This is an optimization exercise on Yosys and OpenROAD, whose aim is small area, a short achievable clock period and few clock cycles per item, not a production implementation. Function not checked in this run: the RTL went through the layout flow alone. Power and IR drop assume default switching activity.

## design/flow/config.mk

```make
export PLATFORM = sky130hd
export DESIGN_NAME = fft_computer
export DESIGN_NICKNAME = fft_computer
export VERILOG_FILES = /design/flow/design.v
export SDC_FILE = /design/flow/constraint.sdc
export NUM_CORES = 4
export LEC_CHECK = 0
export CAP_MARGIN = 20
export CORE_MARGIN = 2
export CORE_UTILIZATION = 45
export CTS_BUF_LIST = sky130_fd_sc_hd__clkbuf_16
export CTS_CLUSTER_DIAMETER = 70
export CTS_CLUSTER_SIZE = 32
export SLEW_MARGIN = 20
export SYNTH_MEMORY_MAX_BITS = 65536
```

## design/flow/constraint.sdc

```tcl
create_clock -name core_clock -period 10.0 [get_ports {i_clk}]
set_input_delay 2.0000 -clock core_clock [delete_from_list [all_inputs] [get_ports {i_clk}]]
set_output_delay 2.0000 -clock core_clock [all_outputs]
set_load 0.01 [all_outputs]
```

## design/flow/design.v

```verilog
module output_fifo #(
  parameter NPOINTS = 64
)(
  input         i_clk,
  input         i_wr,         
  input  [31:0] i_wr_data,
  output [31:0] o_tap_pre,    
  output [31:0] o_head        
);
reg [32*NPOINTS-1:0] sr;
assign o_tap_pre = sr[32*(NPOINTS-1)-1 -: 32];
assign o_head    = sr[31:0];
always @(posedge i_clk)
    sr <= {sr[32*(NPOINTS-1)-1:0], i_wr ? i_wr_data : sr[32*NPOINTS-1 -: 32]};
endmodule
module power_tree(
  input  [31:0] x,
  input  [31:0] p0,
  output [31:0] s,
  output [31:0] c
);
  wire pp1 = (x[0] & x[1]);
  wire pp2 = (x[0] & x[2]);
  wire pp3 = (x[0] & x[3]);
  wire pp4 = (x[1] & x[2]);
  wire pp5 = (x[0] & x[4]);
  wire pp6 = (x[1] & x[3]);
  wire pp7 = (x[0] & x[5]);
  wire pp8 = (x[1] & x[4]);
  wire pp9 = (x[2] & x[3]);
  wire pp10 = (x[0] & x[6]);
  wire pp11 = (x[1] & x[5]);
  wire pp12 = (x[2] & x[4]);
  wire pp13 = (x[0] & x[7]);
  wire pp14 = (x[1] & x[6]);
  wire pp15 = (x[2] & x[5]);
  wire pp16 = (x[3] & x[4]);
  wire pp17 = (x[0] & x[8]);
  wire pp18 = (x[1] & x[7]);
  wire pp19 = (x[2] & x[6]);
  wire pp20 = (x[3] & x[5]);
  wire pp21 = (x[0] & x[9]);
  wire pp22 = (x[1] & x[8]);
  wire pp23 = (x[2] & x[7]);
  wire pp24 = (x[3] & x[6]);
  wire pp25 = (x[4] & x[5]);
  wire pp26 = (x[0] & x[10]);
  wire pp27 = (x[1] & x[9]);
  wire pp28 = (x[2] & x[8]);
  wire pp29 = (x[3] & x[7]);
  wire pp30 = (x[4] & x[6]);
  wire pp31 = (x[0] & x[11]);
  wire pp32 = (x[1] & x[10]);
  wire pp33 = (x[2] & x[9]);
  wire pp34 = (x[3] & x[8]);
  wire pp35 = (x[4] & x[7]);
  wire pp36 = (x[5] & x[6]);
  wire pp37 = (x[0] & x[12]);
  wire pp38 = (x[1] & x[11]);
  wire pp39 = (x[2] & x[10]);
  wire pp40 = (x[3] & x[9]);
  wire pp41 = (x[4] & x[8]);
  wire pp42 = (x[5] & x[7]);
  wire pp43 = (x[0] & x[13]);
  wire pp44 = (x[1] & x[12]);
  wire pp45 = (x[2] & x[11]);
  wire pp46 = (x[3] & x[10]);
  wire pp47 = (x[4] & x[9]);
  wire pp48 = (x[5] & x[8]);
  wire pp49 = (x[6] & x[7]);
  wire pp50 = (x[0] & x[14]);
  wire pp51 = (x[1] & x[13]);
  wire pp52 = (x[2] & x[12]);
  wire pp53 = (x[3] & x[11]);
  wire pp54 = (x[4] & x[10]);
  wire pp55 = (x[5] & x[9]);
  wire pp56 = (x[6] & x[8]);
  wire pp57 = (x[0] & x[15]);
  wire pp58 = (x[1] & x[14]);
  wire pp59 = (x[2] & x[13]);
  wire pp60 = (x[3] & x[12]);
  wire pp61 = (x[4] & x[11]);
  wire pp62 = (x[5] & x[10]);
  wire pp63 = (x[6] & x[9]);
  wire pp64 = (x[7] & x[8]);
  wire pp65 = (x[0] & x[16]);
  wire pp66 = (x[1] & x[15]);
  wire pp67 = (x[2] & x[14]);
  wire pp68 = (x[3] & x[13]);
  wire pp69 = (x[4] & x[12]);
  wire pp70 = (x[5] & x[11]);
  wire pp71 = (x[6] & x[10]);
  wire pp72 = (x[7] & x[9]);
  wire pp73 = (x[0] & x[17]);
  wire pp74 = (x[1] & x[16]);
  wire pp75 = (x[2] & x[15]);
  wire pp76 = (x[3] & x[14]);
  wire pp77 = (x[4] & x[13]);
  wire pp78 = (x[5] & x[12]);
  wire pp79 = (x[6] & x[11]);
  wire pp80 = (x[7] & x[10]);
  wire pp81 = (x[8] & x[9]);
  wire pp82 = (x[0] & x[18]);
  wire pp83 = (x[1] & x[17]);
  wire pp84 = (x[2] & x[16]);
  wire pp85 = (x[3] & x[15]);
  wire pp86 = (x[4] & x[14]);
  wire pp87 = (x[5] & x[13]);
  wire pp88 = (x[6] & x[12]);
  wire pp89 = (x[7] & x[11]);
  wire pp90 = (x[8] & x[10]);
  wire pp91 = (x[0] & x[19]);
  wire pp92 = (x[1] & x[18]);
  wire pp93 = (x[2] & x[17]);
  wire pp94 = (x[3] & x[16]);
  wire pp95 = (x[4] & x[15]);
  wire pp96 = (x[5] & x[14]);
  wire pp97 = (x[6] & x[13]);
  wire pp98 = (x[7] & x[12]);
  wire pp99 = (x[8] & x[11]);
  wire pp100 = (x[9] & x[10]);
  wire pp101 = (x[0] & x[20]);
  wire pp102 = (x[1] & x[19]);
  wire pp103 = (x[2] & x[18]);
  wire pp104 = (x[3] & x[17]);
  wire pp105 = (x[4] & x[16]);
  wire pp106 = (x[5] & x[15]);
  wire pp107 = (x[6] & x[14]);
  wire pp108 = (x[7] & x[13]);
  wire pp109 = (x[8] & x[12]);
  wire pp110 = (x[9] & x[11]);
  wire pp111 = (x[0] & x[21]);
  wire pp112 = (x[1] & x[20]);
  wire pp113 = (x[2] & x[19]);
  wire pp114 = (x[3] & x[18]);
  wire pp115 = (x[4] & x[17]);
  wire pp116 = (x[5] & x[16]);
  wire pp117 = (x[6] & x[15]);
  wire pp118 = (x[7] & x[14]);
  wire pp119 = (x[8] & x[13]);
  wire pp120 = (x[9] & x[12]);
  wire pp121 = (x[10] & x[11]);
  wire pp122 = (x[0] & x[22]);
  wire pp123 = (x[1] & x[21]);
  wire pp124 = (x[2] & x[20]);
  wire pp125 = (x[3] & x[19]);
  wire pp126 = (x[4] & x[18]);
  wire pp127 = (x[5] & x[17]);
  wire pp128 = (x[6] & x[16]);
  wire pp129 = (x[7] & x[15]);
  wire pp130 = (x[8] & x[14]);
  wire pp131 = (x[9] & x[13]);
  wire pp132 = (x[10] & x[12]);
  wire pp133 = (x[0] & x[23]);
  wire pp134 = (x[1] & x[22]);
  wire pp135 = (x[2] & x[21]);
  wire pp136 = (x[3] & x[20]);
  wire pp137 = (x[4] & x[19]);
  wire pp138 = (x[5] & x[18]);
  wire pp139 = (x[6] & x[17]);
  wire pp140 = (x[7] & x[16]);
  wire pp141 = (x[8] & x[15]);
  wire pp142 = (x[9] & x[14]);
  wire pp143 = (x[10] & x[13]);
  wire pp144 = (x[11] & x[12]);
  wire pp145 = (x[0] & x[24]);
  wire pp146 = (x[1] & x[23]);
  wire pp147 = (x[2] & x[22]);
  wire pp148 = (x[3] & x[21]);
  wire pp149 = (x[4] & x[20]);
  wire pp150 = (x[5] & x[19]);
  wire pp151 = (x[6] & x[18]);
  wire pp152 = (x[7] & x[17]);
  wire pp153 = (x[8] & x[16]);
  wire pp154 = (x[9] & x[15]);
  wire pp155 = (x[10] & x[14]);
  wire pp156 = (x[11] & x[13]);
  wire pp157 = (x[0] & x[25]);
  wire pp158 = (x[1] & x[24]);
  wire pp159 = (x[2] & x[23]);
  wire pp160 = (x[3] & x[22]);
  wire pp161 = (x[4] & x[21]);
  wire pp162 = (x[5] & x[20]);
  wire pp163 = (x[6] & x[19]);
  wire pp164 = (x[7] & x[18]);
  wire pp165 = (x[8] & x[17]);
  wire pp166 = (x[9] & x[16]);
  wire pp167 = (x[10] & x[15]);
  wire pp168 = (x[11] & x[14]);
  wire pp169 = (x[12] & x[13]);
  wire pp170 = (x[0] & x[26]);
  wire pp171 = (x[1] & x[25]);
  wire pp172 = (x[2] & x[24]);
  wire pp173 = (x[3] & x[23]);
  wire pp174 = (x[4] & x[22]);
  wire pp175 = (x[5] & x[21]);
  wire pp176 = (x[6] & x[20]);
  wire pp177 = (x[7] & x[19]);
  wire pp178 = (x[8] & x[18]);
  wire pp179 = (x[9] & x[17]);
  wire pp180 = (x[10] & x[16]);
  wire pp181 = (x[11] & x[15]);
  wire pp182 = (x[12] & x[14]);
  wire pp183 = (x[0] & x[27]);
  wire pp184 = (x[1] & x[26]);
  wire pp185 = (x[2] & x[25]);
  wire pp186 = (x[3] & x[24]);
  wire pp187 = (x[4] & x[23]);
  wire pp188 = (x[5] & x[22]);
  wire pp189 = (x[6] & x[21]);
  wire pp190 = (x[7] & x[20]);
  wire pp191 = (x[8] & x[19]);
  wire pp192 = (x[9] & x[18]);
  wire pp193 = (x[10] & x[17]);
  wire pp194 = (x[11] & x[16]);
  wire pp195 = (x[12] & x[15]);
  wire pp196 = (x[13] & x[14]);
  wire pp197 = (x[0] & x[28]);
  wire pp198 = (x[1] & x[27]);
  wire pp199 = (x[2] & x[26]);
  wire pp200 = (x[3] & x[25]);
  wire pp201 = (x[4] & x[24]);
  wire pp202 = (x[5] & x[23]);
  wire pp203 = (x[6] & x[22]);
  wire pp204 = (x[7] & x[21]);
  wire pp205 = (x[8] & x[20]);
  wire pp206 = (x[9] & x[19]);
  wire pp207 = (x[10] & x[18]);
  wire pp208 = (x[11] & x[17]);
  wire pp209 = (x[12] & x[16]);
  wire pp210 = (x[13] & x[15]);
  wire pp211 = (x[0] & x[29]);
  wire pp212 = (x[1] & x[28]);
  wire pp213 = (x[2] & x[27]);
  wire pp214 = (x[3] & x[26]);
  wire pp215 = (x[4] & x[25]);
  wire pp216 = (x[5] & x[24]);
  wire pp217 = (x[6] & x[23]);
  wire pp218 = (x[7] & x[22]);
  wire pp219 = (x[8] & x[21]);
  wire pp220 = (x[9] & x[20]);
  wire pp221 = (x[10] & x[19]);
  wire pp222 = (x[11] & x[18]);
  wire pp223 = (x[12] & x[17]);
  wire pp224 = (x[13] & x[16]);
  wire pp225 = (x[14] & x[15]);
  wire pp226 = (x[0] & x[30]);
  wire pp227 = (x[1] & x[29]);
  wire pp228 = (x[2] & x[28]);
  wire pp229 = (x[3] & x[27]);
  wire pp230 = (x[4] & x[26]);
  wire pp231 = (x[5] & x[25]);
  wire pp232 = (x[6] & x[24]);
  wire pp233 = (x[7] & x[23]);
  wire pp234 = (x[8] & x[22]);
  wire pp235 = (x[9] & x[21]);
  wire pp236 = (x[10] & x[20]);
  wire pp237 = (x[11] & x[19]);
  wire pp238 = (x[12] & x[18]);
  wire pp239 = (x[13] & x[17]);
  wire pp240 = (x[14] & x[16]);
  wire pp241 = (x[0] & x[31]);
  wire pp242 = (x[1] & x[30]);
  wire pp243 = (x[2] & x[29]);
  wire pp244 = (x[3] & x[28]);
  wire pp245 = (x[4] & x[27]);
  wire pp246 = (x[5] & x[26]);
  wire pp247 = (x[6] & x[25]);
  wire pp248 = (x[7] & x[24]);
  wire pp249 = (x[8] & x[23]);
  wire pp250 = (x[9] & x[22]);
  wire pp251 = (x[10] & x[21]);
  wire pp252 = (x[11] & x[20]);
  wire pp253 = (x[12] & x[19]);
  wire pp254 = (x[13] & x[18]);
  wire pp255 = (x[14] & x[17]);
  wire pp256 = (x[15] & x[16]);
  wire s257 = x[11] ^ pp117;
  wire c258 = x[11] & pp117;
  wire s259 = pp129 ^ pp130;
  wire c260 = pp129 & pp130;
  wire s261 = x[12] ^ pp141 ^ pp142;
  wire c262 = (x[12] & pp141) | (x[12] & pp142) | (pp141 & pp142);
  wire s263 = pp143 ^ pp144;
  wire c264 = pp143 & pp144;
  wire s265 = pp154 ^ pp155 ^ pp156;
  wire c266 = (pp154 & pp155) | (pp154 & pp156) | (pp155 & pp156);
  wire s267 = pp157 ^ pp158;
  wire c268 = pp157 & pp158;
  wire s269 = x[13] ^ pp167 ^ pp168;
  wire c270 = (x[13] & pp167) | (x[13] & pp168) | (pp167 & pp168);
  wire s271 = pp169 ^ pp170 ^ pp171;
  wire c272 = (pp169 & pp170) | (pp169 & pp171) | (pp170 & pp171);
  wire s273 = pp172 ^ pp173;
  wire c274 = pp172 & pp173;
  wire s275 = pp181 ^ pp182 ^ pp183;
  wire c276 = (pp181 & pp182) | (pp181 & pp183) | (pp182 & pp183);
  wire s277 = pp184 ^ pp185 ^ pp186;
  wire c278 = (pp184 & pp185) | (pp184 & pp186) | (pp185 & pp186);
  wire s279 = pp187 ^ pp188;
  wire c280 = pp187 & pp188;
  wire s281 = x[14] ^ pp195 ^ pp196;
  wire c282 = (x[14] & pp195) | (x[14] & pp196) | (pp195 & pp196);
  wire s283 = pp197 ^ pp198 ^ pp199;
  wire c284 = (pp197 & pp198) | (pp197 & pp199) | (pp198 & pp199);
  wire s285 = pp200 ^ pp201 ^ pp202;
  wire c286 = (pp200 & pp201) | (pp200 & pp202) | (pp201 & pp202);
  wire s287 = pp203 ^ pp204;
  wire c288 = pp203 & pp204;
  wire s289 = pp210 ^ pp211 ^ pp212;
  wire c290 = (pp210 & pp211) | (pp210 & pp212) | (pp211 & pp212);
  wire s291 = pp213 ^ pp214 ^ pp215;
  wire c292 = (pp213 & pp214) | (pp213 & pp215) | (pp214 & pp215);
  wire s293 = pp216 ^ pp217 ^ pp218;
  wire c294 = (pp216 & pp217) | (pp216 & pp218) | (pp217 & pp218);
  wire s295 = pp219 ^ pp220;
  wire c296 = pp219 & pp220;
  wire s297 = x[15] ^ pp225 ^ pp226;
  wire c298 = (x[15] & pp225) | (x[15] & pp226) | (pp225 & pp226);
  wire s299 = pp227 ^ pp228 ^ pp229;
  wire c300 = (pp227 & pp228) | (pp227 & pp229) | (pp228 & pp229);
  wire s301 = pp230 ^ pp231 ^ pp232;
  wire c302 = (pp230 & pp231) | (pp230 & pp232) | (pp231 & pp232);
  wire s303 = pp233 ^ pp234 ^ pp235;
  wire c304 = (pp233 & pp234) | (pp233 & pp235) | (pp234 & pp235);
  wire s305 = pp236 ^ pp237;
  wire c306 = pp236 & pp237;
  wire s307 = pp241 ^ pp242 ^ pp243;
  wire c308 = (pp241 & pp242) | (pp241 & pp243) | (pp242 & pp243);
  wire s309 = pp244 ^ pp245 ^ pp246;
  wire c310 = (pp244 & pp245) | (pp244 & pp246) | (pp245 & pp246);
  wire s311 = pp247 ^ pp248 ^ pp249;
  wire c312 = (pp247 & pp248) | (pp247 & pp249) | (pp248 & pp249);
  wire s313 = pp250 ^ pp251 ^ pp252;
  wire c314 = (pp250 & pp251) | (pp250 & pp252) | (pp251 & pp252);
  wire s315 = pp253 ^ pp254;
  wire c316 = pp253 & pp254;
  wire s317 = x[8] ^ pp57 ^ pp58;
  wire c318 = (x[8] & pp57) | (x[8] & pp58) | (pp57 & pp58);
  wire s319 = pp66 ^ pp67 ^ pp68;
  wire c320 = (pp66 & pp67) | (pp66 & pp68) | (pp67 & pp68);
  wire s321 = x[9] ^ pp75 ^ pp76;
  wire c322 = (x[9] & pp75) | (x[9] & pp76) | (pp75 & pp76);
  wire s323 = pp77 ^ pp78 ^ pp79;
  wire c324 = (pp77 & pp78) | (pp77 & pp79) | (pp78 & pp79);
  wire s325 = pp85 ^ pp86 ^ pp87;
  wire c326 = (pp85 & pp86) | (pp85 & pp87) | (pp86 & pp87);
  wire s327 = pp88 ^ pp89 ^ pp90;
  wire c328 = (pp88 & pp89) | (pp88 & pp90) | (pp89 & pp90);
  wire s329 = x[10] ^ pp95 ^ pp96;
  wire c330 = (x[10] & pp95) | (x[10] & pp96) | (pp95 & pp96);
  wire s331 = pp97 ^ pp98 ^ pp99;
  wire c332 = (pp97 & pp98) | (pp97 & pp99) | (pp98 & pp99);
  wire s333 = pp100 ^ pp101 ^ pp102;
  wire c334 = (pp100 & pp101) | (pp100 & pp102) | (pp101 & pp102);
  wire s335 = pp106 ^ pp107 ^ pp108;
  wire c336 = (pp106 & pp107) | (pp106 & pp108) | (pp107 & pp108);
  wire s337 = pp109 ^ pp110 ^ pp111;
  wire c338 = (pp109 & pp110) | (pp109 & pp111) | (pp110 & pp111);
  wire s339 = pp112 ^ pp113 ^ pp114;
  wire c340 = (pp112 & pp113) | (pp112 & pp114) | (pp113 & pp114);
  wire s341 = s257 ^ pp118 ^ pp119;
  wire c342 = (s257 & pp118) | (s257 & pp119) | (pp118 & pp119);
  wire s343 = pp120 ^ pp121 ^ pp122;
  wire c344 = (pp120 & pp121) | (pp120 & pp122) | (pp121 & pp122);
  wire s345 = pp123 ^ pp124 ^ pp125;
  wire c346 = (pp123 & pp124) | (pp123 & pp125) | (pp124 & pp125);
  wire s347 = pp126 ^ pp127;
  wire c348 = pp126 & pp127;
  wire s349 = c258 ^ s259 ^ pp131;
  wire c350 = (c258 & s259) | (c258 & pp131) | (s259 & pp131);
  wire s351 = pp132 ^ pp133 ^ pp134;
  wire c352 = (pp132 & pp133) | (pp132 & pp134) | (pp133 & pp134);
  wire s353 = pp135 ^ pp136 ^ pp137;
  wire c354 = (pp135 & pp136) | (pp135 & pp137) | (pp136 & pp137);
  wire s355 = pp138 ^ pp139 ^ pp140;
  wire c356 = (pp138 & pp139) | (pp138 & pp140) | (pp139 & pp140);
  wire s357 = c260 ^ s261 ^ s263;
  wire c358 = (c260 & s261) | (c260 & s263) | (s261 & s263);
  wire s359 = pp145 ^ pp146 ^ pp147;
  wire c360 = (pp145 & pp146) | (pp145 & pp147) | (pp146 & pp147);
  wire s361 = pp148 ^ pp149 ^ pp150;
  wire c362 = (pp148 & pp149) | (pp148 & pp150) | (pp149 & pp150);
  wire s363 = pp151 ^ pp152 ^ pp153;
  wire c364 = (pp151 & pp152) | (pp151 & pp153) | (pp152 & pp153);
  wire s365 = c262 ^ c264 ^ s265;
  wire c366 = (c262 & c264) | (c262 & s265) | (c264 & s265);
  wire s367 = s267 ^ pp159 ^ pp160;
  wire c368 = (s267 & pp159) | (s267 & pp160) | (pp159 & pp160);
  wire s369 = pp161 ^ pp162 ^ pp163;
  wire c370 = (pp161 & pp162) | (pp161 & pp163) | (pp162 & pp163);
  wire s371 = pp164 ^ pp165 ^ pp166;
  wire c372 = (pp164 & pp165) | (pp164 & pp166) | (pp165 & pp166);
  wire s373 = c266 ^ c268 ^ s269;
  wire c374 = (c266 & c268) | (c266 & s269) | (c268 & s269);
  wire s375 = s271 ^ s273 ^ pp174;
  wire c376 = (s271 & s273) | (s271 & pp174) | (s273 & pp174);
  wire s377 = pp175 ^ pp176 ^ pp177;
  wire c378 = (pp175 & pp176) | (pp175 & pp177) | (pp176 & pp177);
  wire s379 = pp178 ^ pp179 ^ pp180;
  wire c380 = (pp178 & pp179) | (pp178 & pp180) | (pp179 & pp180);
  wire s381 = c270 ^ c272 ^ c274;
  wire c382 = (c270 & c272) | (c270 & c274) | (c272 & c274);
  wire s383 = s275 ^ s277 ^ s279;
  wire c384 = (s275 & s277) | (s275 & s279) | (s277 & s279);
  wire s385 = pp189 ^ pp190 ^ pp191;
  wire c386 = (pp189 & pp190) | (pp189 & pp191) | (pp190 & pp191);
  wire s387 = pp192 ^ pp193 ^ pp194;
  wire c388 = (pp192 & pp193) | (pp192 & pp194) | (pp193 & pp194);
  wire s389 = c276 ^ c278 ^ c280;
  wire c390 = (c276 & c278) | (c276 & c280) | (c278 & c280);
  wire s391 = s281 ^ s283 ^ s285;
  wire c392 = (s281 & s283) | (s281 & s285) | (s283 & s285);
  wire s393 = s287 ^ pp205 ^ pp206;
  wire c394 = (s287 & pp205) | (s287 & pp206) | (pp205 & pp206);
  wire s395 = pp207 ^ pp208 ^ pp209;
  wire c396 = (pp207 & pp208) | (pp207 & pp209) | (pp208 & pp209);
  wire s397 = c282 ^ c284 ^ c286;
  wire c398 = (c282 & c284) | (c282 & c286) | (c284 & c286);
  wire s399 = c288 ^ s289 ^ s291;
  wire c400 = (c288 & s289) | (c288 & s291) | (s289 & s291);
  wire s401 = s293 ^ s295 ^ pp221;
  wire c402 = (s293 & s295) | (s293 & pp221) | (s295 & pp221);
  wire s403 = pp222 ^ pp223 ^ pp224;
  wire c404 = (pp222 & pp223) | (pp222 & pp224) | (pp223 & pp224);
  wire s405 = c290 ^ c292 ^ c294;
  wire c406 = (c290 & c292) | (c290 & c294) | (c292 & c294);
  wire s407 = c296 ^ s297 ^ s299;
  wire c408 = (c296 & s297) | (c296 & s299) | (s297 & s299);
  wire s409 = s301 ^ s303 ^ s305;
  wire c410 = (s301 & s303) | (s301 & s305) | (s303 & s305);
  wire s411 = pp238 ^ pp239 ^ pp240;
  wire c412 = (pp238 & pp239) | (pp238 & pp240) | (pp239 & pp240);
  wire s413 = c298 ^ c300 ^ c302;
  wire c414 = (c298 & c300) | (c298 & c302) | (c300 & c302);
  wire s415 = c304 ^ c306 ^ s307;
  wire c416 = (c304 & c306) | (c304 & s307) | (c306 & s307);
  wire s417 = s309 ^ s311 ^ s313;
  wire c418 = (s309 & s311) | (s309 & s313) | (s311 & s313);
  wire s419 = s315 ^ pp255 ^ pp256;
  wire c420 = (s315 & pp255) | (s315 & pp256) | (pp255 & pp256);
  wire s421 = x[5] ^ pp21;
  wire c422 = x[5] & pp21;
  wire s423 = pp26 ^ pp27;
  wire c424 = pp26 & pp27;
  wire s425 = x[6] ^ pp31 ^ pp32;
  wire c426 = (x[6] & pp31) | (x[6] & pp32) | (pp31 & pp32);
  wire s427 = pp33 ^ pp34;
  wire c428 = pp33 & pp34;
  wire s429 = pp37 ^ pp38 ^ pp39;
  wire c430 = (pp37 & pp38) | (pp37 & pp39) | (pp38 & pp39);
  wire s431 = pp40 ^ pp41;
  wire c432 = pp40 & pp41;
  wire s433 = x[7] ^ pp43 ^ pp44;
  wire c434 = (x[7] & pp43) | (x[7] & pp44) | (pp43 & pp44);
  wire s435 = pp45 ^ pp46 ^ pp47;
  wire c436 = (pp45 & pp46) | (pp45 & pp47) | (pp46 & pp47);
  wire s437 = pp48 ^ pp49;
  wire c438 = pp48 & pp49;
  wire s439 = pp50 ^ pp51 ^ pp52;
  wire c440 = (pp50 & pp51) | (pp50 & pp52) | (pp51 & pp52);
  wire s441 = pp53 ^ pp54 ^ pp55;
  wire c442 = (pp53 & pp54) | (pp53 & pp55) | (pp54 & pp55);
  wire s443 = pp56 ^ p0[15];
  wire c444 = pp56 & p0[15];
  wire s445 = s317 ^ pp59 ^ pp60;
  wire c446 = (s317 & pp59) | (s317 & pp60) | (pp59 & pp60);
  wire s447 = pp61 ^ pp62 ^ pp63;
  wire c448 = (pp61 & pp62) | (pp61 & pp63) | (pp62 & pp63);
  wire s449 = pp64 ^ pp65 ^ p0[16];
  wire c450 = (pp64 & pp65) | (pp64 & p0[16]) | (pp65 & p0[16]);
  wire s451 = c318 ^ s319 ^ pp69;
  wire c452 = (c318 & s319) | (c318 & pp69) | (s319 & pp69);
  wire s453 = pp70 ^ pp71 ^ pp72;
  wire c454 = (pp70 & pp71) | (pp70 & pp72) | (pp71 & pp72);
  wire s455 = pp73 ^ pp74 ^ p0[17];
  wire c456 = (pp73 & pp74) | (pp73 & p0[17]) | (pp74 & p0[17]);
  wire s457 = c320 ^ s321 ^ s323;
  wire c458 = (c320 & s321) | (c320 & s323) | (s321 & s323);
  wire s459 = pp80 ^ pp81 ^ pp82;
  wire c460 = (pp80 & pp81) | (pp80 & pp82) | (pp81 & pp82);
  wire s461 = pp83 ^ pp84 ^ p0[18];
  wire c462 = (pp83 & pp84) | (pp83 & p0[18]) | (pp84 & p0[18]);
  wire s463 = c322 ^ c324 ^ s325;
  wire c464 = (c322 & c324) | (c322 & s325) | (c324 & s325);
  wire s465 = s327 ^ pp91 ^ pp92;
  wire c466 = (s327 & pp91) | (s327 & pp92) | (pp91 & pp92);
  wire s467 = pp93 ^ pp94 ^ p0[19];
  wire c468 = (pp93 & pp94) | (pp93 & p0[19]) | (pp94 & p0[19]);
  wire s469 = c326 ^ c328 ^ s329;
  wire c470 = (c326 & c328) | (c326 & s329) | (c328 & s329);
  wire s471 = s331 ^ s333 ^ pp103;
  wire c472 = (s331 & s333) | (s331 & pp103) | (s333 & pp103);
  wire s473 = pp104 ^ pp105 ^ p0[20];
  wire c474 = (pp104 & pp105) | (pp104 & p0[20]) | (pp105 & p0[20]);
  wire s475 = c330 ^ c332 ^ c334;
  wire c476 = (c330 & c332) | (c330 & c334) | (c332 & c334);
  wire s477 = s335 ^ s337 ^ s339;
  wire c478 = (s335 & s337) | (s335 & s339) | (s337 & s339);
  wire s479 = pp115 ^ pp116 ^ p0[21];
  wire c480 = (pp115 & pp116) | (pp115 & p0[21]) | (pp116 & p0[21]);
  wire s481 = c336 ^ c338 ^ c340;
  wire c482 = (c336 & c338) | (c336 & c340) | (c338 & c340);
  wire s483 = s341 ^ s343 ^ s345;
  wire c484 = (s341 & s343) | (s341 & s345) | (s343 & s345);
  wire s485 = s347 ^ pp128 ^ p0[22];
  wire c486 = (s347 & pp128) | (s347 & p0[22]) | (pp128 & p0[22]);
  wire s487 = c342 ^ c344 ^ c346;
  wire c488 = (c342 & c344) | (c342 & c346) | (c344 & c346);
  wire s489 = c348 ^ s349 ^ s351;
  wire c490 = (c348 & s349) | (c348 & s351) | (s349 & s351);
  wire s491 = s353 ^ s355 ^ p0[23];
  wire c492 = (s353 & s355) | (s353 & p0[23]) | (s355 & p0[23]);
  wire s493 = c350 ^ c352 ^ c354;
  wire c494 = (c350 & c352) | (c350 & c354) | (c352 & c354);
  wire s495 = c356 ^ s357 ^ s359;
  wire c496 = (c356 & s357) | (c356 & s359) | (s357 & s359);
  wire s497 = s361 ^ s363 ^ p0[24];
  wire c498 = (s361 & s363) | (s361 & p0[24]) | (s363 & p0[24]);
  wire s499 = c358 ^ c360 ^ c362;
  wire c500 = (c358 & c360) | (c358 & c362) | (c360 & c362);
  wire s501 = c364 ^ s365 ^ s367;
  wire c502 = (c364 & s365) | (c364 & s367) | (s365 & s367);
  wire s503 = s369 ^ s371 ^ p0[25];
  wire c504 = (s369 & s371) | (s369 & p0[25]) | (s371 & p0[25]);
  wire s505 = c366 ^ c368 ^ c370;
  wire c506 = (c366 & c368) | (c366 & c370) | (c368 & c370);
  wire s507 = c372 ^ s373 ^ s375;
  wire c508 = (c372 & s373) | (c372 & s375) | (s373 & s375);
  wire s509 = s377 ^ s379 ^ p0[26];
  wire c510 = (s377 & s379) | (s377 & p0[26]) | (s379 & p0[26]);
  wire s511 = c374 ^ c376 ^ c378;
  wire c512 = (c374 & c376) | (c374 & c378) | (c376 & c378);
  wire s513 = c380 ^ s381 ^ s383;
  wire c514 = (c380 & s381) | (c380 & s383) | (s381 & s383);
  wire s515 = s385 ^ s387 ^ p0[27];
  wire c516 = (s385 & s387) | (s385 & p0[27]) | (s387 & p0[27]);
  wire s517 = c382 ^ c384 ^ c386;
  wire c518 = (c382 & c384) | (c382 & c386) | (c384 & c386);
  wire s519 = c388 ^ s389 ^ s391;
  wire c520 = (c388 & s389) | (c388 & s391) | (s389 & s391);
  wire s521 = s393 ^ s395 ^ p0[28];
  wire c522 = (s393 & s395) | (s393 & p0[28]) | (s395 & p0[28]);
  wire s523 = c390 ^ c392 ^ c394;
  wire c524 = (c390 & c392) | (c390 & c394) | (c392 & c394);
  wire s525 = c396 ^ s397 ^ s399;
  wire c526 = (c396 & s397) | (c396 & s399) | (s397 & s399);
  wire s527 = s401 ^ s403 ^ p0[29];
  wire c528 = (s401 & s403) | (s401 & p0[29]) | (s403 & p0[29]);
  wire s529 = c398 ^ c400 ^ c402;
  wire c530 = (c398 & c400) | (c398 & c402) | (c400 & c402);
  wire s531 = c404 ^ s405 ^ s407;
  wire c532 = (c404 & s405) | (c404 & s407) | (s405 & s407);
  wire s533 = s409 ^ s411 ^ p0[30];
  wire c534 = (s409 & s411) | (s409 & p0[30]) | (s411 & p0[30]);
  wire s535 = c406 ^ c408 ^ c410;
  wire c536 = (c406 & c408) | (c406 & c410) | (c408 & c410);
  wire s537 = c412 ^ s413 ^ s415;
  wire c538 = (c412 & s413) | (c412 & s415) | (s413 & s415);
  wire s539 = s417 ^ s419 ^ p0[31];
  wire c540 = (s417 & s419) | (s417 & p0[31]) | (s419 & p0[31]);
  wire s541 = x[3] ^ pp7;
  wire c542 = x[3] & pp7;
  wire s543 = pp10 ^ pp11;
  wire c544 = pp10 & pp11;
  wire s545 = x[4] ^ pp13 ^ pp14;
  wire c546 = (x[4] & pp13) | (x[4] & pp14) | (pp13 & pp14);
  wire s547 = pp15 ^ pp16;
  wire c548 = pp15 & pp16;
  wire s549 = pp17 ^ pp18 ^ pp19;
  wire c550 = (pp17 & pp18) | (pp17 & pp19) | (pp18 & pp19);
  wire s551 = pp20 ^ p0[9];
  wire c552 = pp20 & p0[9];
  wire s553 = s421 ^ pp22 ^ pp23;
  wire c554 = (s421 & pp22) | (s421 & pp23) | (pp22 & pp23);
  wire s555 = pp24 ^ pp25 ^ p0[10];
  wire c556 = (pp24 & pp25) | (pp24 & p0[10]) | (pp25 & p0[10]);
  wire s557 = c422 ^ s423 ^ pp28;
  wire c558 = (c422 & s423) | (c422 & pp28) | (s423 & pp28);
  wire s559 = pp29 ^ pp30 ^ p0[11];
  wire c560 = (pp29 & pp30) | (pp29 & p0[11]) | (pp30 & p0[11]);
  wire s561 = c424 ^ s425 ^ s427;
  wire c562 = (c424 & s425) | (c424 & s427) | (s425 & s427);
  wire s563 = pp35 ^ pp36 ^ p0[12];
  wire c564 = (pp35 & pp36) | (pp35 & p0[12]) | (pp36 & p0[12]);
  wire s565 = c426 ^ c428 ^ s429;
  wire c566 = (c426 & c428) | (c426 & s429) | (c428 & s429);
  wire s567 = s431 ^ pp42 ^ p0[13];
  wire c568 = (s431 & pp42) | (s431 & p0[13]) | (pp42 & p0[13]);
  wire s569 = c430 ^ c432 ^ s433;
  wire c570 = (c430 & c432) | (c430 & s433) | (c432 & s433);
  wire s571 = s435 ^ s437 ^ p0[14];
  wire c572 = (s435 & s437) | (s435 & p0[14]) | (s437 & p0[14]);
  wire s573 = c434 ^ c436 ^ c438;
  wire c574 = (c434 & c436) | (c434 & c438) | (c436 & c438);
  wire s575 = s439 ^ s441 ^ s443;
  wire c576 = (s439 & s441) | (s439 & s443) | (s441 & s443);
  wire s577 = c440 ^ c442 ^ c444;
  wire c578 = (c440 & c442) | (c440 & c444) | (c442 & c444);
  wire s579 = s445 ^ s447 ^ s449;
  wire c580 = (s445 & s447) | (s445 & s449) | (s447 & s449);
  wire s581 = c446 ^ c448 ^ c450;
  wire c582 = (c446 & c448) | (c446 & c450) | (c448 & c450);
  wire s583 = s451 ^ s453 ^ s455;
  wire c584 = (s451 & s453) | (s451 & s455) | (s453 & s455);
  wire s585 = c452 ^ c454 ^ c456;
  wire c586 = (c452 & c454) | (c452 & c456) | (c454 & c456);
  wire s587 = s457 ^ s459 ^ s461;
  wire c588 = (s457 & s459) | (s457 & s461) | (s459 & s461);
  wire s589 = c458 ^ c460 ^ c462;
  wire c590 = (c458 & c460) | (c458 & c462) | (c460 & c462);
  wire s591 = s463 ^ s465 ^ s467;
  wire c592 = (s463 & s465) | (s463 & s467) | (s465 & s467);
  wire s593 = c464 ^ c466 ^ c468;
  wire c594 = (c464 & c466) | (c464 & c468) | (c466 & c468);
  wire s595 = s469 ^ s471 ^ s473;
  wire c596 = (s469 & s471) | (s469 & s473) | (s471 & s473);
  wire s597 = c470 ^ c472 ^ c474;
  wire c598 = (c470 & c472) | (c470 & c474) | (c472 & c474);
  wire s599 = s475 ^ s477 ^ s479;
  wire c600 = (s475 & s477) | (s475 & s479) | (s477 & s479);
  wire s601 = c476 ^ c478 ^ c480;
  wire c602 = (c476 & c478) | (c476 & c480) | (c478 & c480);
  wire s603 = s481 ^ s483 ^ s485;
  wire c604 = (s481 & s483) | (s481 & s485) | (s483 & s485);
  wire s605 = c482 ^ c484 ^ c486;
  wire c606 = (c482 & c484) | (c482 & c486) | (c484 & c486);
  wire s607 = s487 ^ s489 ^ s491;
  wire c608 = (s487 & s489) | (s487 & s491) | (s489 & s491);
  wire s609 = c488 ^ c490 ^ c492;
  wire c610 = (c488 & c490) | (c488 & c492) | (c490 & c492);
  wire s611 = s493 ^ s495 ^ s497;
  wire c612 = (s493 & s495) | (s493 & s497) | (s495 & s497);
  wire s613 = c494 ^ c496 ^ c498;
  wire c614 = (c494 & c496) | (c494 & c498) | (c496 & c498);
  wire s615 = s499 ^ s501 ^ s503;
  wire c616 = (s499 & s501) | (s499 & s503) | (s501 & s503);
  wire s617 = c500 ^ c502 ^ c504;
  wire c618 = (c500 & c502) | (c500 & c504) | (c502 & c504);
  wire s619 = s505 ^ s507 ^ s509;
  wire c620 = (s505 & s507) | (s505 & s509) | (s507 & s509);
  wire s621 = c506 ^ c508 ^ c510;
  wire c622 = (c506 & c508) | (c506 & c510) | (c508 & c510);
  wire s623 = s511 ^ s513 ^ s515;
  wire c624 = (s511 & s513) | (s511 & s515) | (s513 & s515);
  wire s625 = c512 ^ c514 ^ c516;
  wire c626 = (c512 & c514) | (c512 & c516) | (c514 & c516);
  wire s627 = s517 ^ s519 ^ s521;
  wire c628 = (s517 & s519) | (s517 & s521) | (s519 & s521);
  wire s629 = c518 ^ c520 ^ c522;
  wire c630 = (c518 & c520) | (c518 & c522) | (c520 & c522);
  wire s631 = s523 ^ s525 ^ s527;
  wire c632 = (s523 & s525) | (s523 & s527) | (s525 & s527);
  wire s633 = c524 ^ c526 ^ c528;
  wire c634 = (c524 & c526) | (c524 & c528) | (c526 & c528);
  wire s635 = s529 ^ s531 ^ s533;
  wire c636 = (s529 & s531) | (s529 & s533) | (s531 & s533);
  wire s637 = c530 ^ c532 ^ c534;
  wire c638 = (c530 & c532) | (c530 & c534) | (c532 & c534);
  wire s639 = s535 ^ s537 ^ s539;
  wire c640 = (s535 & s537) | (s535 & s539) | (s537 & s539);
  wire s641 = x[2] ^ pp3;
  wire c642 = x[2] & pp3;
  wire s643 = pp5 ^ pp6;
  wire c644 = pp5 & pp6;
  wire s645 = s541 ^ pp8 ^ pp9;
  wire c646 = (s541 & pp8) | (s541 & pp9) | (pp8 & pp9);
  wire s647 = c542 ^ s543 ^ pp12;
  wire c648 = (c542 & s543) | (c542 & pp12) | (s543 & pp12);
  wire s649 = c544 ^ s545 ^ s547;
  wire c650 = (c544 & s545) | (c544 & s547) | (s545 & s547);
  wire s651 = c546 ^ c548 ^ s549;
  wire c652 = (c546 & c548) | (c546 & s549) | (c548 & s549);
  wire s653 = c550 ^ c552 ^ s553;
  wire c654 = (c550 & c552) | (c550 & s553) | (c552 & s553);
  wire s655 = c554 ^ c556 ^ s557;
  wire c656 = (c554 & c556) | (c554 & s557) | (c556 & s557);
  wire s657 = c558 ^ c560 ^ s561;
  wire c658 = (c558 & c560) | (c558 & s561) | (c560 & s561);
  wire s659 = c562 ^ c564 ^ s565;
  wire c660 = (c562 & c564) | (c562 & s565) | (c564 & s565);
  wire s661 = c566 ^ c568 ^ s569;
  wire c662 = (c566 & c568) | (c566 & s569) | (c568 & s569);
  wire s663 = c570 ^ c572 ^ s573;
  wire c664 = (c570 & c572) | (c570 & s573) | (c572 & s573);
  wire s665 = c574 ^ c576 ^ s577;
  wire c666 = (c574 & c576) | (c574 & s577) | (c576 & s577);
  wire s667 = c578 ^ c580 ^ s581;
  wire c668 = (c578 & c580) | (c578 & s581) | (c580 & s581);
  wire s669 = c582 ^ c584 ^ s585;
  wire c670 = (c582 & c584) | (c582 & s585) | (c584 & s585);
  wire s671 = c586 ^ c588 ^ s589;
  wire c672 = (c586 & c588) | (c586 & s589) | (c588 & s589);
  wire s673 = c590 ^ c592 ^ s593;
  wire c674 = (c590 & c592) | (c590 & s593) | (c592 & s593);
  wire s675 = c594 ^ c596 ^ s597;
  wire c676 = (c594 & c596) | (c594 & s597) | (c596 & s597);
  wire s677 = c598 ^ c600 ^ s601;
  wire c678 = (c598 & c600) | (c598 & s601) | (c600 & s601);
  wire s679 = c602 ^ c604 ^ s605;
  wire c680 = (c602 & c604) | (c602 & s605) | (c604 & s605);
  wire s681 = c606 ^ c608 ^ s609;
  wire c682 = (c606 & c608) | (c606 & s609) | (c608 & s609);
  wire s683 = c610 ^ c612 ^ s613;
  wire c684 = (c610 & c612) | (c610 & s613) | (c612 & s613);
  wire s685 = c614 ^ c616 ^ s617;
  wire c686 = (c614 & c616) | (c614 & s617) | (c616 & s617);
  wire s687 = c618 ^ c620 ^ s621;
  wire c688 = (c618 & c620) | (c618 & s621) | (c620 & s621);
  wire s689 = c622 ^ c624 ^ s625;
  wire c690 = (c622 & c624) | (c622 & s625) | (c624 & s625);
  wire s691 = c626 ^ c628 ^ s629;
  wire c692 = (c626 & c628) | (c626 & s629) | (c628 & s629);
  wire s693 = c630 ^ c632 ^ s633;
  wire c694 = (c630 & c632) | (c630 & s633) | (c632 & s633);
  wire s695 = c634 ^ c636 ^ s637;
  wire c696 = (c634 & c636) | (c634 & s637) | (c636 & s637);
  wire s697 = x[1] ^ pp1;
  wire c698 = x[1] & pp1;
  wire s699 = pp2 ^ p0[3];
  wire c700 = pp2 & p0[3];
  wire s701 = s641 ^ pp4 ^ p0[4];
  wire c702 = (s641 & pp4) | (s641 & p0[4]) | (pp4 & p0[4]);
  wire s703 = c642 ^ s643 ^ p0[5];
  wire c704 = (c642 & s643) | (c642 & p0[5]) | (s643 & p0[5]);
  wire s705 = c644 ^ s645 ^ p0[6];
  wire c706 = (c644 & s645) | (c644 & p0[6]) | (s645 & p0[6]);
  wire s707 = c646 ^ s647 ^ p0[7];
  wire c708 = (c646 & s647) | (c646 & p0[7]) | (s647 & p0[7]);
  wire s709 = c648 ^ s649 ^ p0[8];
  wire c710 = (c648 & s649) | (c648 & p0[8]) | (s649 & p0[8]);
  wire s711 = c650 ^ s651 ^ s551;
  wire c712 = (c650 & s651) | (c650 & s551) | (s651 & s551);
  wire s713 = c652 ^ s653 ^ s555;
  wire c714 = (c652 & s653) | (c652 & s555) | (s653 & s555);
  wire s715 = c654 ^ s655 ^ s559;
  wire c716 = (c654 & s655) | (c654 & s559) | (s655 & s559);
  wire s717 = c656 ^ s657 ^ s563;
  wire c718 = (c656 & s657) | (c656 & s563) | (s657 & s563);
  wire s719 = c658 ^ s659 ^ s567;
  wire c720 = (c658 & s659) | (c658 & s567) | (s659 & s567);
  wire s721 = c660 ^ s661 ^ s571;
  wire c722 = (c660 & s661) | (c660 & s571) | (s661 & s571);
  wire s723 = c662 ^ s663 ^ s575;
  wire c724 = (c662 & s663) | (c662 & s575) | (s663 & s575);
  wire s725 = c664 ^ s665 ^ s579;
  wire c726 = (c664 & s665) | (c664 & s579) | (s665 & s579);
  wire s727 = c666 ^ s667 ^ s583;
  wire c728 = (c666 & s667) | (c666 & s583) | (s667 & s583);
  wire s729 = c668 ^ s669 ^ s587;
  wire c730 = (c668 & s669) | (c668 & s587) | (s669 & s587);
  wire s731 = c670 ^ s671 ^ s591;
  wire c732 = (c670 & s671) | (c670 & s591) | (s671 & s591);
  wire s733 = c672 ^ s673 ^ s595;
  wire c734 = (c672 & s673) | (c672 & s595) | (s673 & s595);
  wire s735 = c674 ^ s675 ^ s599;
  wire c736 = (c674 & s675) | (c674 & s599) | (s675 & s599);
  wire s737 = c676 ^ s677 ^ s603;
  wire c738 = (c676 & s677) | (c676 & s603) | (s677 & s603);
  wire s739 = c678 ^ s679 ^ s607;
  wire c740 = (c678 & s679) | (c678 & s607) | (s679 & s607);
  wire s741 = c680 ^ s681 ^ s611;
  wire c742 = (c680 & s681) | (c680 & s611) | (s681 & s611);
  wire s743 = c682 ^ s683 ^ s615;
  wire c744 = (c682 & s683) | (c682 & s615) | (s683 & s615);
  wire s745 = c684 ^ s685 ^ s619;
  wire c746 = (c684 & s685) | (c684 & s619) | (s685 & s619);
  wire s747 = c686 ^ s687 ^ s623;
  wire c748 = (c686 & s687) | (c686 & s623) | (s687 & s623);
  wire s749 = c688 ^ s689 ^ s627;
  wire c750 = (c688 & s689) | (c688 & s627) | (s689 & s627);
  wire s751 = c690 ^ s691 ^ s631;
  wire c752 = (c690 & s691) | (c690 & s631) | (s691 & s631);
  wire s753 = c692 ^ s693 ^ s635;
  wire c754 = (c692 & s693) | (c692 & s635) | (s693 & s635);
  wire s755 = c694 ^ s695 ^ s639;
  wire c756 = (c694 & s695) | (c694 & s639) | (s695 & s639);
  assign s = {c754, c752, c750, c748, c746, c744, c742, c740, c738, c736, c734, c732, c730, c728, c726, c724, c722, c720, c718, c716, c714, c712, c710, c708, c706, c704, c702, c700, c698, s697, p0[1], x[0]};
  assign c = {s755, s753, s751, s749, s747, s745, s743, s741, s739, s737, s735, s733, s731, s729, s727, s725, s723, s721, s719, s717, s715, s713, s711, s709, s707, s705, s703, s701, s699, p0[2], 1'b0, p0[0]};
endmodule
module output_ctrl #(
  parameter LAT = 3             
)(
  input        i_clk,
  input        i_rst_n,
  input        i_data_valid,
  output       o_data_ready,
  output       o_acc,           
  output       o_win,           
  output       o_ld,            
  output       o_data_valid,
  input        i_data_ready,
  input        i_wr_sum         
);
reg [5:0] k;         
reg       win;       
reg [5:0] din;       
reg [5:0] dout;      
reg [5:0] rcnt;      
reg [6:0] avail;     
reg       pend;      
reg       rdy;
reg       can_ld;
reg       ovalid;
wire acc = i_data_valid & rdy;
wire ld  = can_ld & (~ovalid | i_data_ready);
assign o_data_ready = rdy;
assign o_acc        = acc;
assign o_win        = win;
assign o_ld         = ld;
assign o_data_valid = ovalid;
wire       last   = (k == 6'd63);
wire       rebase = acc & ~win & (k == 6'd0) & ~pend;
wire [5:0] k_n    = acc ? k + 6'd1 : k;
wire       win_n  = (acc & last) ? ~win : win;
wire [5:0] din_n  = acc ? 6'd0 : din + 6'd1;
wire [5:0] rcnt_n = ld ? rcnt + 6'd1 : rcnt;
wire [5:0] dout_n = rebase ? 6'd1 - LAT : (ld ? dout : dout + 6'd1);
wire [6:0] avail_n = avail + {6'd0, i_wr_sum} - {6'd0, ld};
wire       pend_n = (pend & ~(ld & (rcnt == 6'd63))) | (acc & win);
wire slot_free_n = win_n | ~pend_n | (k_n < rcnt_n);
wire first_n     = (k_n == 6'd0) & ~win_n;
wire rdy_n       = slot_free_n & ((din_n == 6'd0) | (first_n & ~pend_n));
wire can_ld_n    = (avail_n != 7'd0) & (dout_n == 6'd0);
always @(posedge i_clk)
begin
    if(!i_rst_n)
    begin
        k      <= 6'd0;
        win    <= 1'b0;
        din    <= 6'd0;
        dout   <= 6'd0;
        rcnt   <= 6'd0;
        avail  <= 7'd0;
        pend   <= 1'b0;
        rdy    <= 1'b1;
        can_ld <= 1'b0;
        ovalid <= 1'b0;
    end
    else
    begin
        k      <= k_n;
        win    <= win_n;
        din    <= din_n;
        dout   <= dout_n;
        rcnt   <= rcnt_n;
        avail  <= avail_n;
        pend   <= pend_n;
        rdy    <= rdy_n;
        can_ld <= can_ld_n;
        ovalid <= ld | (ovalid & ~i_data_ready);
    end
end
endmodule
module fft_computer(
input        i_clk,
input        i_rst_n,
input        i_data_valid,
input [31:0] i_data,
output       o_data_ready,
output       o_data_valid,
output [31:0]o_data,
input        i_data_ready
);
wire        acc, win, ld;
wire [31:0] tap_pre, head;
reg  [31:0] x;           
reg         v1, w1;
reg  [31:0] cs_s, cs_c;  
reg         v2, w2;
reg  [31:0] out_r;
output_ctrl ctrl (
    .i_clk(i_clk),
    .i_rst_n(i_rst_n),
    .i_data_valid(i_data_valid),
    .o_data_ready(o_data_ready),
    .o_acc(acc),
    .o_win(win),
    .o_ld(ld),
    .o_data_valid(o_data_valid),
    .i_data_ready(i_data_ready),
    .i_wr_sum(v2 & w2)
);
wire [31:0] ring_p0;
wire [31:0] p0 = w1 ? ring_p0 : 32'd0;
wire [31:0] t_s, t_c;
power_tree tree (
    .x(x),
    .p0(p0),
    .s(t_s),
    .c(t_c)
);
output_fifo store (
    .i_clk(i_clk),
    .i_wr(v2),
    .i_wr_data(cs_s + cs_c),
    .o_tap_pre(tap_pre),
    .o_head(head)
);
assign ring_p0 = tap_pre;
always @(posedge i_clk)
begin
    x    <= i_data;
    w1   <= win;
    cs_s <= t_s;
    cs_c <= t_c;
    w2   <= w1;
    if(ld)
        out_r <= head;
end
always @(posedge i_clk)
begin
    if(!i_rst_n)
    begin
        v1 <= 1'b0;
        v2 <= 1'b0;
    end
    else
    begin
        v1 <= acc;
        v2 <= v1;
    end
end
assign o_data = out_r;
endmodule
```

## design/flow/run.sh

```bash
#!/bin/bash
# synth_recipe.tcl (not shown) runs the flow's synth.tcl, then flattens the netlist and writes it again
# the make line also repeats each setting of config.mk as NAME=value (left out here)
make -C /OpenROAD-flow-scripts/flow DESIGN_CONFIG=/design/flow/config.mk WORK_HOME=/design/flow/orfs CLKGATE_MAP_FILE= SYNTH_SCRIPT=/design/flow/synth_recipe.tcl finish
```

==> run notes <==
==> power breakdown <==
part	internal (mW)	switching [mW]	leakage (nW)
logic	0.701	0.962	5.24
registers	9.92	0.284	18.0
clock network	1.97	2.73	1.59
total	12.6	3.98	24.9
==> Yosys cell counts (3+ instances only) <==
master	count	area share, %
dfxtp_1	2183	79
inv_1	228	1.6
fa_1	209	7.6
and2_1	165	1.9
nand2_1	163	1.1
ha_1	72	1.6
xnor2_1	58	0.92
clkbuf_1	54	0.37
edfxtp_1	32	1.7
nor2_1	32	0.22
a21oi_1	30	0.27
xor2_1	29	0.46
mux2_2	26	0.53
a21o_1	21	0.29
nand3_1	21	0.19
nor2b_1	13	0.15
nand4_1	12	0.14
and3_1	11	0.13
o21ai_0	11	0.10
a21boi_0	7	0.096
a31oi_1	7	0.080
o21bai_1	6	0.082
nand2b_1	5	0.057
mux2i_1	4	0.073
nor3_1	4	0.036
o211ai_1	4	0.055
a221oi_1	3	0.048
buf_1	3	0.020
o21ai_1	3	0.027
or2_2	3	0.034
==> flip-flops by register name, summed over array words and instances, names as in the netlist <==
| register | flops |
|---|---|
| w2 | 1 |
| v1 | 1 |
| ctrl.rcnt | 6 |
| w1 | 1 |
| store.sr | 2048 |
| ctrl.din | 6 |
| ctrl.k | 6 |
| x | 32 |
| cs_c | 31 |
| out_r | 32 |
| ctrl.dout | 6 |
| cs_s | 32 |
| v2 | 1 |
| ctrl.avail | 7 |
| ctrl.can_ld | 1 |
| ctrl.win | 1 |
| ctrl.rdy | 1 |
| ctrl.pend | 1 |
| ctrl.ovalid | 1 |
==> worst paths after layout <==
check	depth (start not counted)	endpoint	slack [ns]	startpoint
hold / removal	0	store.sr[478]$_DFF_P_	0.31	store.sr[446]$_DFF_P_
hold reg to reg	0	store.sr[478]$_DFF_P_	0.31	store.sr[446]$_DFF_P_
setup / recovery	14	ctrl.can_ld$_SDFF_PN0_	5.04	i_data_ready
setup reg to reg	11	cs_c[31]$_DFF_P_	5.56	x[11]$_DFF_P_
==> logic make-up after synthesis <==
group / share of synthesized area, %
xor+xnor: 1.386
mux: 0.6053
fa+ha+maj: 9.248
flops: 81.23
simple gates: 4.055
buf+inv: 1.962
compound gates: 1.516
==> worst max-delay path: stages <==
cell	delay, ns
clkdlybuf4s50_1	0.45
nand2b_1	0.12
nand2_1	0.18
inv_2	0.08
buf_4	0.60
ha_1	0.34
inv_1	0.06
ha_1	0.29
a21o_1	0.18
a21oi_1	0.23
xnor2_1	0.12
or4b_2	0.64
nor4_1	0.20
nor4_1	0.07
==> metal layers <==
layer	track usage [%]	vias up	wire (um)
met1	17.20	10540	37270
met4	4.170	2	2257
li1	-	10820	-
met3	2.680	145	2899
met5	0	-	13
met2	18.84	264	32400
==> cell type report <==
cell class | count | area (um2) | share of cell area (%)
Sequential cell | 2215 | 44660 | 73.45
Multi-Input combinational cell | 953 | 9243 | 15.20
Clock buffer | 93 | 2327 | 3.827
Tap cell | 1625 | 2033 | 3.343
Clock inverter | 58 | 884.6 | 1.455
Inverter | 229 | 859.6 | 1.413
Timing Repair Buffer | 83 | 795.8 | 1.309
Antenna cell | 2 | 5.005 | 0.008230
==> per-stage QoR <==
stage	instances	area [um2]	hold WS, ns	util, %
6_report	5258	60810	0.3097	50.03
3_5_place_dp	5105	57600	0.3121	47.38
5_1_grt	5256	60810	0.3067	50.02
4_1_cts	5256	60810	0.2934	50.02
3_3_place_gp	5105	57600	0.3095	47.38
2_1_floorplan	3455	54980	0.3096	-
==> flow_metrics.tcl <==
set metrics [dict create \
    most-common-layout-cells "2182 x dfxtp_1, 242 x inv_1, 209 x fa_1" \
    gp_congestion 0.7865 \
    hold_buffers 0 \
    synthArstFlopShare_pct 0 \
    skew_ns 0.05625 \
    cts_root_buf "clkbuf_16" \
    worst_setup_path_end_kind "register" \
    synth_edf_count 32 \
    period_needed_ns 4.963 \
    overflow 0 \
    drt_iter0_drc 1119 \
    track_usage_pct 12.25 \
    vias_per_cell 4.140 \
    portBuffers 69 \
    grt_max_degree 41 \
    cts_buffers 93 \
    num-fill-cells 10180 \
    crit_required_ns 10.61 \
    crit_type "in2reg" \
    post-cts-setup-buffers 0 \
    dp_hpwl_um 45910 \
    arrival_ns 5.58 \
    cts.sinks 2215 \
    status "finished clean" \
    p_per_area_nw_per_um2 272.5 \
    wirelength_um 74840 \
    hold_class "reg2reg" \
    num_rows 128 \
    p_leak_nw 24.88 \
    start_util_pct 45.23 \
    cts.clk_slew.worst_paths_ns 0.11 \
    timing.fmax_mhz 201.5 \
    die_h_um 353.6 \
    slew_headroom_pct 32.29 \
    finalNetCount 3892 \
    cts_max_path_buffers 3 \
    ys_seq_elements 2215 \
    syn_area_um2 54980 \
    clock_latency_ns 0.73 \
    drc 0 \
    cp_max_fo 40 \
    grt_pass1_vias 22000 \
    setup_tns_ns 0 \
    grt_pass1_wl_um 120800 \
    fin_crit_sh_pct 49.63 \
    via_count 21770 \
    final_common_cell "dfxtp_1" \
    ir_worst_vdd_mv 0.1816 \
    hold_viol 0 \
    ios 70 \
    rsz0062_at_grt "false" \
    report.power.total_mw 16.57 \
    first_pass_iters 5 \
    setup_violations 0 \
    drive_above_1_share_pct 5.260 \
    syn_nets 3772 \
    dieArea_um2 125000 \
    drv_slew 0 \
    antenna_found_initial 2 \
    tightest_slew_ns 1.014 \
    core_um2 121600 \
    area_growth_pct 10.60 \
    synth_warnings 3 \
    drv_cap 0 \
    syn_avg_cell_area_um2 15.91 \
    synthCells 3455 \
    start_kind "input port" \
    post-place-ws_ns 4.236 \
    cts_tree "yes" \
    seq_area_frac_synth_pct 81.23 \
    fin_ws_ns 5.037 \
    ctsHtreeMaxLevel 3 \
    wl_per_cell_um 14.23 \
    dieWidth_um 353.6 \
    cts-resized-gates 0 \
    ys_types 60 \
    synth_ff_type "dfxtp_1" \
    ant_nets 0 \
]

==> static timing again, ports no longer ideal <==
Ports are ideal in the flow. The routed layout listed here was re-timed in OpenROAD. Step 1 (the two cells are an assumption about what drives the block):
set clk [get_ports {i_clk}]
set_driving_cell -lib_cell sky130_fd_sc_hd__clkbuf_16 $clk
set_driving_cell -lib_cell sky130_fd_sc_hd__buf_2 [delete_from_list [all_inputs] $clk]
Step 2 times the ports against the registers' clock, not the clock port: input delays grow and output delays shrink by t, the midpoint of the rising clock arrivals with the driver on. a / b / c = ideal / step 1 / step 2; a / b = the first two.
shift t [ns]: 0.773
setup WS [ns]: 5.037 / 5.086 / 4.313
cell pins on the clock port's net: 1
After both steps this run still meets setup and hold. The setup slack of this run moves by +0.049 ns with the drivers and by -0.724 ns with both steps.
